This is an optimization exercise on Yosys and OpenROAD, whose aim is small area, a short achievable clock period and few clock cycles per item, not a production implementation. Where RTL was checked, it was by simulation tests only, not by an equivalence proof against the original.

== before ==
Design tea_interface, start of the top module:
module tea_interface(
    input [63:0] in,
    input mode,
    input reset,
    input write,
    input clk,
    output [63:0] out,
    output out_ready
);
    parameter KS = 0;  
    localparam [31:0] DELTA   = 32'h9E3779B9;
    localparam [31:0] NDELTA  = 32'h61C88647;  
    localparam [31:0] SUM_DEC = 32'hC6EF3720;  
    function [31:0] bs(input [31:0] x);
        bs = {x[7:0], x[15:8], x[23:16], x[31:24]};
    endfunction
    wire [31:0] in_y = bs(in[63:32]);
    wire [31:0] in_z = bs(in[31:0]);
    reg [63:0] kp, kq;
    reg        qhi;        
    reg        wk;         
    reg [31:0] a, c, d, s;
    reg        m;          
    reg        ph;         
    reg        pre;        
    reg [1:0]  post;       
    reg        busy, rdy;
    always @(posedge clk) begin
        kp <= kq;
        kq <= (reset | wk) ? {in_y, in_z} : kp;
        qhi <= wk ? 1'b0 : ~qhi;
    end
    wire [31:0] mm = {32{m}};
  ...
For scale: ~1500 cells after synthesis, roughly 270 flip-flops.
==> module tea_interface, before the edit <==
module tea_interface(
    input [63:0] in,
    input mode,
    input reset,
    input write,
    input clk,
    output [63:0] out,
    output out_ready
);
    parameter KS = 0;  
    localparam [31:0] DELTA   = 32'h9E3779B9;
    localparam [31:0] NDELTA  = 32'h61C88647;  
    localparam [31:0] SUM_DEC = 32'hC6EF3720;  
    function [31:0] bs(input [31:0] x);
        bs = {x[7:0], x[15:8], x[23:16], x[31:24]};
    endfunction
    wire [31:0] in_y = bs(in[63:32]);
    wire [31:0] in_z = bs(in[31:0]);
    reg [63:0] kp, kq;
    reg        qhi;        
    reg        wk;         
    reg [31:0] a, c, d, s;
    reg        m;          
    reg        ph;         
    reg        pre;        
    reg [1:0]  post;       
    reg        busy, rdy;
    always @(posedge clk) begin
        kp <= kq;
        kq <= (reset | wk) ? {in_y, in_z} : kp;
        qhi <= wk ? 1'b0 : ~qhi;
    end
    wire [31:0] mm = {32{m}};
    wire [31:0] bres;
    wire        ov;
    padd #(32, 0) add_b (c, d, m, bres, ov);
    wire [27:0] s1 = c[27:0] ^ d[27:0] ^ kq[63:36];
    wire [27:0] c1 = {(c[26:0] & d[26:0]) | (c[26:0] & kq[62:36]) | (d[26:0] & kq[62:36]), m};
    wire [27:0] t1h;
    padd #(28, KS) add_t1 (s1, c1, 1'b0, t1h, );
    wire [31:0] t1 = {t1h, kq[35:32]};
    wire [31:0] s2 = c ^ d ^ s;
    wire [31:0] c2 = {(c[30:0] & d[30:0]) | (c[30:0] & s[30:0]) | (d[30:0] & s[30:0]), m};
    wire [31:0] t2;
    padd #(32, KS) add_t2 (s2, c2, 1'b0, t2, );
    wire [4:0]  lo5;
    wire        cy5;
    padd #(5, 1) add_lo5 (c[4:0], d[4:0], m, lo5, cy5);
    wire [31:0] cs  = {{5{ov}}, c[31:5]};
    wire [31:0] ds  = {5'd0, d[31:5]};
    wire [31:0] s3  = cs ^ ds ^ kq[31:0];
    wire [31:0] c3  = {(cs[30:0] & ds[30:0]) | (cs[30:0] & kq[30:0]) | (ds[30:0] & kq[30:0]), cy5};
    wire [31:0] t3;
    padd #(32, KS) add_t3 (s3, c3, 1'b0, t3, );
    wire        swp = pre | (post != 2'd0);
    wire [31:0] f   = (t1 ^ t2 ^ t3) & {32{~swp}};
    wire go  = busy & (swp | (qhi == (m ~^ ph)));
    wire fin = ph & (s == (m ? DELTA : SUM_DEC));
    always @(posedge clk) begin
        if (reset) begin
            wk   <= 1'b1;
            busy <= 1'b0;
            rdy  <= 1'b0;
        end else begin
            wk <= 1'b0;
            if (write) begin
                busy <= 1'b1;
                rdy  <= 1'b0;
            end else if (go & (post == 2'd1)) begin
                busy <= 1'b0;
                rdy  <= 1'b1;
            end
        end
    end
    always @(posedge clk) begin
        if (write) begin
            a    <= in_y;
            c    <= in_z;
            d    <= {32{mode}};
            s    <= mode ? SUM_DEC : DELTA;
            m    <= mode;
            ph   <= 1'b0;
            pre  <= mode;
            post <= 2'd0;
        end else if (go) begin
            a <= bres;
            c <= a;
            d <= f ^ mm;
            if (pre) begin
                pre <= 1'b0;
            end else if (post != 2'd0) begin
                post <= post - 2'd1;
            end else begin
                ph <= ~ph;
                if (ph) s <= s + (m ? NDELTA : DELTA);
                if (fin) post <= m ? 2'd1 : 2'd2;
            end
        end
    end
    assign out = {bs(a), bs(c)};
    assign out_ready = rdy;
endmodule
Settings: LEC_CHECK=0, CAP_MARGIN=20, CORE_MARGIN=2, CORE_UTILIZATION=40, SLEW_MARGIN=20; clock period 12.0 ns.
run.sh (not shown) runs the stock make flow with config.mk's settings and CLKGATE_MAP_FILE= SYNTH_SCRIPT=/design/flow/synth_recipe.tcl, a recipe that flattens the netlist after the stock synthesis.
before: flow completed, timing, DRC and antenna clean
[inputs] after vs before
--- a/flow/design.v
+++ b/flow/design.v
@@ -4,13 +4,13 @@
     input reset,
     input write,
     input clk,
     output [63:0] out,
     output out_ready
 );
-    parameter KS = 0;  
+    parameter KS = 1;  
     localparam [31:0] DELTA   = 32'h9E3779B9;
     localparam [31:0] NDELTA  = 32'h61C88647;  
     localparam [31:0] SUM_DEC = 32'hC6EF3720;  
     function [31:0] bs(input [31:0] x);
         bs = {x[7:0], x[15:8], x[23:16], x[31:24]};
     endfunction
Results
Looking at post-synthesis net count, after sits 160 above before. Final global-route overflow total came out exactly the same in before and after. Going from before to after, the global routing met2 resource utilization was found to have gone up by 0.91 points. Comparing before and after, the higher non-clock buffer count was measured on after. after against before: clock latency reported for the late side of the worst-skew pair ~0 delta; via-per-instance ratio up about 4%; setup slack now sits lower; measured slew at the worst slew-check pin picked up an extra 0.091 ns.
No functional check of the RTL was part of any run of this note.

========
The RTL this note starts from:
==> flow/design.v <==
module tea_interface(
    input [63:0] in,
    input mode,
    input reset,
    input write,
    input clk,
    output [63:0] out,
    output out_ready
);
    localparam [31:0] DELTA   = 32'h9E3779B9;
    localparam [31:0] NDELTA  = 32'h61C88647;  
    localparam [31:0] SUM_DEC = 32'hC6EF3720;  
    function [31:0] bs(input [31:0] x);
        bs = {x[7:0], x[15:8], x[23:16], x[31:24]};
    endfunction
    wire [31:0] in_y = bs(in[63:32]);
    wire [31:0] in_z = bs(in[31:0]);
    reg [63:0] kp, kq;
    reg        qhi;       
    reg        wk;        
    reg [31:0] a, b, s;
    reg        m;         
    reg        ph;        
    reg        pre, post;  
    reg        busy, rdy;
    always @(posedge clk) begin
        kq <= kp;
        kp <= (reset | wk) ? {in_y, in_z} : kq;
        qhi <= wk ? 1'b1 : ~qhi;
    end
    wire        swp = pre | post;
    wire [31:0] t1, t2, t3;
    padd #(32) u1 (b << 4, kq[63:32], 1'b0, t1, );
    padd #(32) u2 (b, s, 1'b0, t2, );
    padd #(32) u3 (b >> 5, kq[31:0], 1'b0, t3, );
    wire [31:0] f   = t1 ^ t2 ^ t3;
    wire [31:0] fe  = f & {32{~swp}};
    wire [31:0] mm  = {32{m}};
    wire [31:0] nbr;
    padd #(32) u4 (mm ^ a, fe, 1'b0, nbr, );
    wire [31:0] nb  = mm ^ nbr;
    wire go   = busy & (swp | (qhi == (m ~^ ph)));
    wire fin  = ph & (s == (m ? DELTA : SUM_DEC));
    always @(posedge clk) begin
        if (reset) begin
            wk   <= 1'b1;
            busy <= 1'b0;
            rdy  <= 1'b0;
        end else begin
            wk <= 1'b0;
            if (write) begin
                busy <= 1'b1;
                rdy  <= 1'b0;
            end else if (go & (post | (~m & ~swp & fin))) begin
                busy <= 1'b0;
                rdy  <= 1'b1;
            end
        end
    end
    wire        sup = go & ~swp & ph;
    always @(posedge clk)
        s <= write ? (mode ? SUM_DEC : DELTA) : s + ((m ? NDELTA : DELTA) & {32{sup}});
    always @(posedge clk) begin
        if (write) begin
            a    <= in_y;
            b    <= in_z;
            m    <= mode;
            ph   <= 1'b0;
            pre  <= mode;
            post <= 1'b0;
        end else if (go) begin
            a <= b;
            b <= nb;
            if (swp) begin
                pre  <= 1'b0;
                post <= 1'b0;
            end else begin
                ph <= ~ph;
                if (m & fin) post <= 1'b1;
            end
        end
    end
    assign out = {bs(a), bs(b)};
    assign out_ready = rdy;
endmodule
module padd #(parameter W = 32) (
    input  [W-1:0] a,
    input  [W-1:0] b,
    input          ci,
    output [W-1:0] s,
    output         co
);
    reg [W-1:0] p, g, gp, pp;
    integer l, i, j;
    always @* begin
        p = a ^ b;
        g = a & b;
        g[0] = g[0] | (p[0] & ci);
        gp = g;
        pp = p;
        for (l = 0; (1 << l) < W; l = l + 1) begin
            for (i = W - 1; i >= 0; i = i - 1) begin
                j = ((i >> l) & 1) ? ((i >> l) << l) - 1 : -1;
                if (j >= 0) begin
                    gp[i] = gp[i] | (pp[i] & gp[j]);
                    pp[i] = pp[i] & pp[j];
                end
            end
        end
    end
    assign s  = p ^ {gp[W-2:0], ci};
    assign co = gp[W-1];
endmodule
export LEC_CHECK = 0
export ABC_AREA = 1
export CAP_MARGIN = 20
export CORE_MARGIN = 2
export CORE_UTILIZATION = 40
export CTS_CLUSTER_DIAMETER = 60
export CTS_CLUSTER_SIZE = 20
export SLEW_MARGIN = 20
create_clock -name core_clock -period 12.0 [get_ports {clk}]
standard.sh (not shown) runs the stock make flow with config.mk's settings and CLKGATE_MAP_FILE= SYNTH_SCRIPT=/design/flow/synth_recipe.tcl, a recipe that flattens the netlist after the stock synthesis.
==> flow/flow/run.sh <==
#!/bin/bash
# The standard layout, with two changes:
# - timing repair treats paths with less than MARGIN ns of slack as failing,
#   so it speeds up the design below the clock period;
# - the buffer on each input and output port is the smallest buffer.
set -euo pipefail
MARGIN=7.5
bash standard.sh SETUP_SLACK_MARGIN=$MARGIN \
  "BUFFER_PORTS_ARGS=-buffer_cell sky130_fd_sc_hd__buf_1" \
  finish > standard_finish.log 2>&1
Testbench counts at the start, summed over its fixed seeds: cycles 68,736, items 1,024.
Edit:
--- a/flow/design.v
+++ b/flow/design.v
@@ -57,13 +57,11 @@
             end
         end
     end
-    wire        sup = go & ~swp & ph;
-    always @(posedge clk)
-        s <= write ? (mode ? SUM_DEC : DELTA) : s + ((m ? NDELTA : DELTA) & {32{sup}});
     always @(posedge clk) begin
         if (write) begin
             a    <= in_y;
             b    <= in_z;
+            s    <= mode ? SUM_DEC : DELTA;
             m    <= mode;
             ph   <= 1'b0;
             pre  <= mode;
@@ -76,6 +74,7 @@
                 post <= 1'b0;
             end else begin
                 ph <= ~ph;
+                if (ph) s <= s + (m ? NDELTA : DELTA);
                 if (m & fin) post <= 1'b1;
             end
         end
@@ -100,7 +99,7 @@
         pp = p;
         for (l = 0; (1 << l) < W; l = l + 1) begin
             for (i = W - 1; i >= 0; i = i - 1) begin
-                j = ((i >> l) & 1) ? ((i >> l) << l) - 1 : -1;
+                j = i - (1 << l);
                 if (j >= 0) begin
                     gp[i] = gp[i] | (pp[i] & gp[j]);
                     pp[i] = pp[i] & pp[j];
Result: The changed run produced a clean layout; sequential cell count does not change; utilization fell by 1.2 points; global-route usage came out higher by 5.0 points; cell count goes up by 14%; critical path depth is lower by 4; die area goes up by 10%; setup slack is worse by 0.019 ns; synthesized cell count rose by about 17%.
For the second run of this note, only the layout was checked, not whether the RTL still works.

separate check: timing with driven ports:
In the flow no input, the clock included, has a driving cell. The finished layouts below were timed again as built, in two steps. Step 1 (the two cells are an assumption about what drives the block):
set clk [get_ports {clk}]
set_driving_cell -lib_cell sky130_fd_sc_hd__clkbuf_16 $clk
set_driving_cell -lib_cell sky130_fd_sc_hd__buf_2 [delete_from_list [all_inputs] $clk]
Step 2 times the ports against the registers' clock, not the clock port: input delays grow and output delays shrink by t, the midpoint of the rising clock arrivals with the driver on. Slacks: no drivers / after step 1 / after step 2; pairs: no drivers / after step 1.
| run | t (ns) | slack for setup (ns) | worst register clock-pin slew, ns | pins driven straight from the clock port |
|---|---|---|---|---|
| before | 0.623 | 5.827 / 5.827 / 5.827 | 0.07 / 0.07 | 1 |
| after | 0.629 | 4.885 / 4.885 / 4.885 | 0.07 / 0.07 | 1 |
| the first run of note 2 | 0.619 | 7.609 / 7.609 / 7.173 | 0.08 / 0.08 | 1 |
| the second run of note 2 | 0.639 | 7.589 / 7.589 / 7.230 | 0.09 / 0.09 | 1 |
After both steps every run listed still meets setup and hold. The setup slack of the first run of note 2, which loses most, moves by 0.000 ns with the drivers and by -0.436 ns with both steps.
